Context: an optimization exercise on an open-source flow, tuned for small area, a short achievable clock period and few clock cycles per item. The choices shown serve that exercise and are no tape-out recipe. The RTL was checked by simulation tests, not by an equivalence proof against the original design. Power and IR drop assume default switching activity.

## riscv_div
module riscv_div (
    input  logic        clk,
    input  logic        rst_n,
    input  logic        in_valid,
    input  logic [31:0] op_a,       
    input  logic [31:0] op_b,       
    input  logic [1:0]  opcode,     
    input  logic        out_ready,
    output logic        out_valid,
    output logic [31:0] result
  );
Size: roughly 100 I/O pins.
export LEC_CHECK = 0
export CAP_MARGIN = 20
export CORE_MARGIN = 2
export CORE_UTILIZATION = 40
export PLACE_DENSITY = 0.6
export SETUP_SLACK_MARGIN = 2.5
export SLEW_MARGIN = 20
create_clock -name core_clock -period 6.0 [get_ports {clk}]
standard.sh (not shown) runs the stock make flow with config.mk's settings and CLKGATE_MAP_FILE= SYNTH_SCRIPT=/design/flow/synth_recipe.tcl, a recipe that flattens the netlist after the stock synthesis.
==> flow/flow/run.sh <==
#!/bin/bash
# Standard layout, with the port buffers made from the smallest buffer cell
# instead of the one buffer_ports picks by default.
set -e
export BUFFER_PORTS_ARGS="-buffer_cell sky130_fd_sc_hd__buf_1"
bash standard.sh > standard.log 2>&1
The first run produced a clean layout.
Testbench counts at the start, summed over its fixed seeds: cycles 27,127, items 3,200.
Edit:
--- a/flow/design.v
+++ b/flow/design.v
@@ -56,15 +56,20 @@
   always_comb begin : p_msk
     for (int k = 0; k < 32; k++) m_r[0][k] = (k == 31) ? 1'b1 : in_bx[31 - k];
     for (int l = 0; l < 5; l++)
       for (int k = 0; k < 32; k++)
         m_r[l+1][k] = ((k >> l) & 1) ? (m_r[l][k] | m_r[l][((k >> l) << l) - 1]) : m_r[l][k];
     for (int k = 0; k < 32; k++) m_b[k] = m_r[5][31 - k];
   end
-  assign quick  = in_bz | ((in_as & ~{1'b0, m_b[31:1]}) == 32'd0);
+  logic [31:0] m_hi;
+  logic        qk_p, qk_n;
+  assign m_hi   = ~{1'b0, m_b[31:1]};
+  assign qk_p   = ((op_a & m_hi) == 32'd0);
+  assign qk_n   = (({~op_a[30:0], 1'b1} & m_hi) == 32'd0);
+  assign quick  = in_bz | (in_an ? qk_n : qk_p);
   assign algn   = cnt - lza_r;
   logic [31:0] n_in, n_out, n_c;
   logic [31:0] n_p [6];
   assign n_in = sel_a ? A : Q;
   always_comb begin : p_neg
     n_p[0] = {n_in[30:0], 1'b0};
     for (int l = 0; l < 5; l++)
@@ -195,37 +200,37 @@
       st_step <= st_algn | (st_step & ~last);
       st_fix  <= st_step & last & neg_res;
       st_done <= (st_idle & in_valid & quick) | (st_step & last & ~neg_res) | st_fix | (st_done & ~out_ready);
     end
   end
   always_ff @(posedge clk) begin
     if (st_idle) begin
-      A       <= op_a;
       Q       <= {32{in_bz}};
       lza_r   <= in_lza[4:0];
       cnt     <= in_lzb[4:0];
       neg_res <= opcode[0] & (opcode[1] ? in_an : (in_an ^ in_bn) & ~in_bz);
       cin     <= ~in_bn;
       rem_op  <= opcode[1];
       sel_a   <= opcode[1] | ~quick;
       n_neg   <= in_an;
     end else if (st_algn) begin
-      A       <= n_out;
       cnt     <= algn;
       sel_a   <= rem_op;
       n_neg   <= neg_res;
     end else if (st_step) begin
-      if (qbit) A <= sum;
       Q   <= {Q[30:0], qbit};
       cnt <= cnt - 5'd1;
     end else if (st_fix) begin
-      A     <= n_out;
       sel_a <= 1'b1;
     end
   end
+  logic [31:0] a_hold;
+  assign a_hold = st_idle ? op_a : ((st_algn | st_fix) ? n_out : A);
+  always_ff @(posedge clk)
+    A <= (st_step & qbit) ? sum : a_hold;
   always_ff @(posedge clk) begin
     if (st_idle)
       B <= ~in_bx;
     else if (st_algn)
       B <= (B << algn) | ({32{cin}} & ~({32{1'b1}} << algn));
     else
       B <= {1'b1, B[31:1]};
Global-route usage fell by 0.62 points.
Synthesized cell count climbs by a few percent.
Wire length shrinks slightly.
Sequential power rose slightly.
Combinational power drops by a few percent.
Testbench counts after the change, summed over its fixed seeds: cycles 27,127, items 3,200.

* * *

== lane 2 ==
riscv_div with an RTL version that a note above also has.
For scale: roughly 1,500 cells after synthesis, roughly 120 flip-flops, ~100 I/O pins.
==> flow/config.mk <==
export PLATFORM = sky130hd
export DESIGN_NAME = riscv_div
export DESIGN_NICKNAME = riscv_div
export VERILOG_FILES = /design/flow/design.v
export SDC_FILE = /design/flow/constraint.sdc
export NUM_CORES = 4
export LEC_CHECK = 0
export CAP_MARGIN = 20
export CORE_MARGIN = 2
export CORE_UTILIZATION = 50
export PLACE_DENSITY = 0.7
export SETUP_SLACK_MARGIN = 2.5
export SLEW_MARGIN = 20
==> flow/constraint.sdc <==
create_clock -name core_clock -period 6.0 [get_ports {clk}]
set_input_delay 1.2000 -clock core_clock [delete_from_list [all_inputs] [get_ports {clk}]]
set_output_delay 1.2000 -clock core_clock [all_outputs]
set_load 0.01 [all_outputs]
Scripts as last shown in full above: flow/flow/run.sh
Testbench counts of lane 2, summed over its fixed seeds: cycles 27,127, items 3,200.
The following lists how lane 5 was set up differently from lane 2:
diff --git a/flow/design.v b/flow/design.v
--- a/flow/design.v
+++ b/flow/design.v
@@ -57,18 +57,13 @@
     for (int k = 0; k < 32; k++) m_r[0][k] = (k == 31) ? 1'b1 : in_bx[31 - k];
     for (int l = 0; l < 5; l++)
       for (int k = 0; k < 32; k++)
         m_r[l+1][k] = ((k >> l) & 1) ? (m_r[l][k] | m_r[l][((k >> l) << l) - 1]) : m_r[l][k];
     for (int k = 0; k < 32; k++) m_b[k] = m_r[5][31 - k];
   end
-  logic [31:0] m_hi;
-  logic        qk_p, qk_n;
-  assign m_hi   = ~{1'b0, m_b[31:1]};
-  assign qk_p   = ((op_a & m_hi) == 32'd0);
-  assign qk_n   = (({~op_a[30:0], 1'b1} & m_hi) == 32'd0);
-  assign quick  = in_bz | (in_an ? qk_n : qk_p);
+  assign quick  = in_bz | ((in_as & ~{1'b0, m_b[31:1]}) == 32'd0);
   assign algn   = cnt - lza_r;
   logic [31:0] n_in, n_out, n_c;
   logic [31:0] n_p [6];
   assign n_in = sel_a ? A : Q;
   always_comb begin : p_neg
     n_p[0] = {n_in[30:0], 1'b0};
@@ -201,35 +196,35 @@
       st_fix  <= st_step & last & neg_res;
       st_done <= (st_idle & in_valid & quick) | (st_step & last & ~neg_res) | st_fix | (st_done & ~out_ready);
     end
   end
   always_ff @(posedge clk) begin
     if (st_idle) begin
+      A       <= op_a;
       Q       <= {32{in_bz}};
       lza_r   <= in_lza[4:0];
       cnt     <= in_lzb[4:0];
       neg_res <= opcode[0] & (opcode[1] ? in_an : (in_an ^ in_bn) & ~in_bz);
       cin     <= ~in_bn;
       rem_op  <= opcode[1];
       sel_a   <= opcode[1] | ~quick;
       n_neg   <= in_an;
     end else if (st_algn) begin
+      A       <= n_out;
       cnt     <= algn;
       sel_a   <= rem_op;
       n_neg   <= neg_res;
     end else if (st_step) begin
+      if (qbit) A <= sum;
       Q   <= {Q[30:0], qbit};
       cnt <= cnt - 5'd1;
     end else if (st_fix) begin
+      A     <= n_out;
       sel_a <= 1'b1;
     end
   end
-  logic [31:0] a_hold;
-  assign a_hold = st_idle ? op_a : ((st_algn | st_fix) ? n_out : A);
-  always_ff @(posedge clk)
-    A <= (st_step & qbit) ? sum : a_hold;
   always_ff @(posedge clk) begin
     if (st_idle)
       B <= ~in_bx;
     else if (st_algn)
       B <= (B << algn) | ({32{cin}} & ~({32{1'b1}} << algn));
     else
Notes after the runs:
Y dimension of the die of lane 5 falls short of that of lane 2 slightly. On total power, lane 5 and lane 2 are neck and neck. Register fraction of the total cell area: lane 5 > lane 2. Lane 2 -> lane 5: leftover overflow at the end of global routing delta 0, exact match. The final reports for lane 5 and lane 2 show post-synthesis sequential area ratio higher in the former.
Testbench counts of lane 5, summed over its fixed seeds: cycles 27,127, items 3,200.

-- afterwards: timing with drivers on the ports --
No port has a modelled driver above. Below, the same layouts with a new extraction and two added sets of constraints. Step 1 assumes that a clkbuf_16 drives the clock port and a buf_2 every other input. Step 2 moves the port delays by t, midway between the first and last clock arrival at a register: inputs arrive t later, outputs are due t later. That takes back most of the time a late clock gives input paths. a / b / c = ideal ports / drivers / drivers and shift; a / b = the first two.
| run | t (ns) | setup slack, ns | worst slew at a driven data input, ns | cell pins on the clock port's net |
|---|---|---|---|---|
| the first run of note 1 | 0.482 | 2.488 / 2.519 / 2.037 | 0.11 | 1 |
| the second run of note 1 | 0.481 | 2.566 / 2.577 / 2.112 | 0.04 | 1 |
| lane 2 | 0.470 | 2.597 / 2.622 / 2.154 | 0.04 | 1 |
| lane 5 | 0.472 | 2.516 / 2.538 / 2.067 | 0.04 | 1 |
After both steps setup and hold are still met in every run listed. For the second run of note 1, which loses most, drivers alone change the setup slack by +0.011 ns; drivers and shift together by -0.454 ns.
